Context: an optimization exercise on an open-source flow, tuned for small area. The choices shown serve that exercise and are no tape-out recipe. The RTL was checked by simulation tests, not by an equivalence proof against the original design. Power and IR drop assume default switching activity.

## run A
// I2C_MASTER_SLAVE
module I2C_MASTER_SLAVE(
	clk,
	reset,
	start,
	ready,
	send,
	datasend,
	sended,
	receive,
	datareceive,
	received,
	sda_i,
	scl_i,
	sda_o,
	scl_o
);
Settings: LEC_CHECK=0, CAP_MARGIN=20, CORE_MARGIN=2, CORE_UTILIZATION=40, CTS_BUF_LIST=sky130_fd_sc_hd__clkbuf_8, CTS_CLUSTER_SIZE=40, PLACE_DENSITY=0.6, SLEW_MARGIN=20; clock period 10.0 ns.
run.sh (not shown) runs the stock make flow with config.mk's settings and CLKGATE_MAP_FILE= SYNTH_SCRIPT=/design/flow/synth_recipe.tcl, a recipe that flattens the netlist after the stock synthesis.
--- input diff run A..run B ---
# run A
export LEC_CHECK = 0
export CAP_MARGIN = 20
export CORE_MARGIN = 2
export CORE_UTILIZATION = 40
export CTS_BUF_LIST = sky130_fd_sc_hd__clkbuf_8
export CTS_CLUSTER_SIZE = 40
export PLACE_DENSITY = 0.6
export SLEW_MARGIN = 20
create_clock -name core_clock -period 10.0 [get_ports {clk}]
# run B
export LEC_CHECK = 0
export CAP_MARGIN = 20
export CORE_MARGIN = 2
export CORE_UTILIZATION = 40
export PLACE_DENSITY = 0.6
export SLEW_MARGIN = 20
create_clock -name core_clock -period 10.0 [get_ports {clk}]
[summary]
Of run B and run A, the lower worst hold slack after final layout belongs to run B. In terms of register-to-register slack, run B and run A differ only marginally. Run B and run A ended up with nearly the same met3 layer usage reported by global route. Power consumed by the clock network delta (run B − run A): unfavourable. Sort run B and run A by portion of total power attributed to combinational logic, ascending, and run B comes first.
[inputs] run C vs run B
# run B
export LEC_CHECK = 0
export CAP_MARGIN = 20
export CORE_MARGIN = 2
export CORE_UTILIZATION = 40
export PLACE_DENSITY = 0.6
export SLEW_MARGIN = 20
create_clock -name core_clock -period 10.0 [get_ports {clk}]
# run C
export LEC_CHECK = 0
export CAP_MARGIN = 20
export CORE_MARGIN = 2
export CORE_UTILIZATION = 40
export CTS_BUF_LIST = sky130_fd_sc_hd__clkbuf_8
export PLACE_DENSITY = 0.6
export SLEW_MARGIN = 20
create_clock -name core_clock -period 10.0 [get_ports {clk}]
==> flow/flow/run.sh (new file) <==
#!/bin/bash
# Own layout flow: the standard ORFS flow, with
#  - synthesis: the standard script, but the combinational logic mapped by an
#    area-oriented ABC script (flow/area.abc) and no half/full adder extraction,
#  - port buffers: the smallest buffer (sky130_fd_sc_hd__buf_1),
# everything else as standard.sh does it. Each tool's output goes to the ORFS
# logs (orfs/logs/...); make's own output goes to flow.log here.
set -euo pipefail
W=$(pwd)
sed 's|log_cmd abc {\*}\$abc_args|set i [lsearch $abc_args -script]; lset abc_args [expr {$i+1}] '"$W"'/flow/area.abc\n  log_cmd abc {*}$abc_args|' \
  "$FLOW_HOME/scripts/synth.tcl" > "$W/own_synth_body.tcl"
grep -q "flow/area.abc" "$W/own_synth_body.tcl"
sed 's|source \$::env(SCRIPTS_DIR)/synth.tcl|source '"$W"'/own_synth_body.tcl|' synth_recipe.tcl > "$W/own_synth.tcl"
grep -q "own_synth_body.tcl" "$W/own_synth.tcl"
sed -E 's|SYNTH_SCRIPT=[^ ]+|SYNTH_SCRIPT='"$W"'/own_synth.tcl ADDER_MAP_FILE= '"'"'BUFFER_PORTS_ARGS=-buffer_cell sky130_fd_sc_hd__buf_1'"'"'|' standard.sh > "$W/own_standard.sh"
grep -q "own_synth.tcl" "$W/own_standard.sh"
cat "$W/own_standard.sh" > "$W/own_standard.log"
bash "$W/own_standard.sh" > "$W/flow.log" 2>&1
==> flow/flow/area.abc (new file) <==
strash
dc2
dch -f
map -a
topo
==> flow/standard.sh (new file) <==
#!/bin/bash
# synth_recipe.tcl (not shown) runs the flow's synth.tcl, then flattens the netlist and writes it again
# the make line also repeats each setting of config.mk as NAME=value (left out here)
make -C /OpenROAD-flow-scripts/flow DESIGN_CONFIG=/design/flow/config.mk WORK_HOME=/design/flow/orfs CLKGATE_MAP_FILE= SYNTH_SCRIPT=/design/flow/synth_recipe.tcl "${@:-finish}"
removed: flow/run.sh
Findings:
Setup slack: run C more than run B
Re total wire length after detailed routing: run B was higher than run C.
Re number of hold-slack violations in the final timing report: no difference whatsoever between run B and run C.
Most common cell after layout, fill and taps aside = clkinv_1: run C; most common cell after layout, fill and taps aside = dfxtp_1: run B
The following lists how run D was set up differently from run C:
# run C
export LEC_CHECK = 0
export CAP_MARGIN = 20
export CORE_MARGIN = 2
export CORE_UTILIZATION = 40
export CTS_BUF_LIST = sky130_fd_sc_hd__clkbuf_8
export PLACE_DENSITY = 0.6
export SLEW_MARGIN = 20
create_clock -name core_clock -period 10.0 [get_ports {clk}]
# run D
export LEC_CHECK = 0
export CAP_MARGIN = 20
export CORE_MARGIN = 2
export CORE_UTILIZATION = 65
export CTS_BUF_LIST = sky130_fd_sc_hd__clkbuf_8
export PLACE_DENSITY = 0.85
export SLEW_MARGIN = 20
create_clock -name core_clock -period 10.0 [get_ports {clk}]
==> flow/run.sh (new file) <==
#!/bin/bash
# synth_recipe.tcl (not shown) runs the flow's synth.tcl, then flattens the netlist and writes it again
# the make line also repeats each setting of config.mk as NAME=value (left out here)
make -C /OpenROAD-flow-scripts/flow DESIGN_CONFIG=/design/flow/config.mk WORK_HOME=/design/flow/orfs CLKGATE_MAP_FILE= SYNTH_SCRIPT=/design/flow/synth_recipe.tcl finish
removed: flow/flow/run.sh
removed: flow/flow/area.abc
removed: flow/standard.sh
[summary]
In summary, run D completed successfully, with a layout that passed the timing, design-rule and antenna checks. Run C ended up with register to primary output as its startpoint-to-endpoint class of the critical path; run D ended up with input port to register. Final cell count (run D vs. run C) decreases by a few percent. Run D against run C: post-synthesis xor/xnor area fraction went up 0.68 points, number of global-route vias before repair rose 534, total standard cell area after synthesis moved up, met2 usage shows an increase of 14 points. Diff run C -> run D: die extent in x lower, count of cell types in the netlist increased about 130%, met3 layer wire length in the routed design now larger, starting utilization of the core area +25 points, half-perimeter wire length after placement +about 8%. Lower sequential fraction of total cell area among run C and run D: run D.

---

## JK
Another version of the RTL of I2C_MASTER_SLAVE (not shown whole).
For scale: roughly 530 cells after synthesis, ~28 I/O pins, about 3700 µm² of cells after synthesis.
export LEC_CHECK = 0
export CAP_MARGIN = 20
export CORE_MARGIN = 2
export CORE_UTILIZATION = 40
export CTS_BUF_LIST = sky130_fd_sc_hd__clkbuf_8
export PLACE_DENSITY = 0.6
export SLEW_MARGIN = 20
create_clock -name core_clock -period 10.0 [get_ports {clk}]
standard.sh (not shown) runs the stock make flow with config.mk's settings and CLKGATE_MAP_FILE= SYNTH_SCRIPT=/design/flow/synth_recipe.tcl, a recipe that flattens the netlist after the stock synthesis.
==> flow/flow/run.sh <==
#!/bin/bash
# Own layout flow: the standard ORFS flow, with
#  - synthesis: the standard script, but the combinational logic mapped by an
#    area-oriented ABC script (flow/area.abc) and no half/full adder extraction,
#  - port buffers: the smallest buffer (sky130_fd_sc_hd__buf_1),
# everything else as standard.sh does it. Each tool's output goes to the ORFS
# logs (orfs/logs/...); make's own output goes to flow.log here.
set -euo pipefail
W=$(pwd)
sed 's|log_cmd abc {\*}\$abc_args|set i [lsearch $abc_args -script]; lset abc_args [expr {$i+1}] '"$W"'/flow/area.abc\n  log_cmd abc {*}$abc_args|' \
  "$FLOW_HOME/scripts/synth.tcl" > "$W/own_synth_body.tcl"
grep -q "flow/area.abc" "$W/own_synth_body.tcl"
sed 's|source \$::env(SCRIPTS_DIR)/synth.tcl|source '"$W"'/own_synth_body.tcl|' synth_recipe.tcl > "$W/own_synth.tcl"
grep -q "own_synth_body.tcl" "$W/own_synth.tcl"
sed -E 's|SYNTH_SCRIPT=[^ ]+|SYNTH_SCRIPT='"$W"'/own_synth.tcl ADDER_MAP_FILE= '"'"'BUFFER_PORTS_ARGS=-buffer_cell sky130_fd_sc_hd__buf_1'"'"'|' standard.sh > "$W/own_standard.sh"
grep -q "own_synth.tcl" "$W/own_standard.sh"
cat "$W/own_standard.sh" > "$W/own_standard.log"
bash "$W/own_standard.sh" > "$W/flow.log" 2>&1
==> flow/flow/area.abc <==
strash
dc2
dch -f
map -a
topo
JK went all the way through the flow, and no timing, DRC or antenna check failed.
> inputs changed (JK -> MS)
-- flow/flow/run.sh --
<<< JK, line 2
# Own layout flow: the standard ORFS flow, with
>>> MS, line 2
# Own layout flow: the standard ORFS flow (standard.sh's make command), with
<<< JK, line 6
# everything else as standard.sh does it. Each tool's output goes to the ORFS
# logs (orfs/logs/...); make's own output goes to flow.log here.
>>> MS, line 6
#  - the extra make variables in flow/extra.mk (one VAR=value per line).
# Each tool's output goes to the ORFS logs (orfs/logs/...); make's own output
# goes to flow.log here.
<<< JK, line 15
sed -E 's|SYNTH_SCRIPT=[^ ]+|SYNTH_SCRIPT='"$W"'/own_synth.tcl ADDER_MAP_FILE= '"'"'BUFFER_PORTS_ARGS=-buffer_cell sky130_fd_sc_hd__buf_1'"'"'|' standard.sh > "$W/own_standard.sh"
grep -q "own_synth.tcl" "$W/own_standard.sh"
cat "$W/own_standard.sh" > "$W/own_standard.log"
>>> MS, line 16
# standard.sh with our synthesis script and extra variables
python3 - "$W" <<'PY'
import shlex, sys, re
w = sys.argv[1]
s = open(f"{w}/standard.sh").read()
extra = ["ADDER_MAP_FILE=", "BUFFER_PORTS_ARGS=-buffer_cell sky130_fd_sc_hd__buf_1"]
try:
    extra += [l.strip() for l in open(f"{w}/flow/extra.mk") if l.strip() and not l.startswith("#")]
except FileNotFoundError:
    pass
add = " ".join(shlex.quote(x) for x in extra)
s2 = re.sub(r"SYNTH_SCRIPT=\S+", lambda m: f"SYNTH_SCRIPT={w}/own_synth.tcl {add}", s, count=1)
assert s2 != s
open(f"{w}/own_standard.sh", "w").write(s2)
PY
cp "$W/own_standard.sh" "$W/own_standard.log"
==> flow/flow/extra.mk (new file) <==
CTS_ARGS=-sink_clustering_enable -repair_clock_nets -dont_use_dummy_load -buf_list sky130_fd_sc_hd__clkbuf_8
==> notes.md <==
- Against JK as the reference, MS delivers a lower area growth from synthesis to layout.
- On first-pass GRT wire length, MS and JK are basically level.
- The final cell count in MS sits 1.0% below the value recorded for JK.
- Going from JK to MS, fraction of area in multi-input gates picked up an extra 0.75 points; total via count in the routed design lost 28.
- The amount of wire on met3 after detailed routing reported for MS is greater than that of JK by 9.1%.
- The higher final standard cell area without fillers came out of JK.
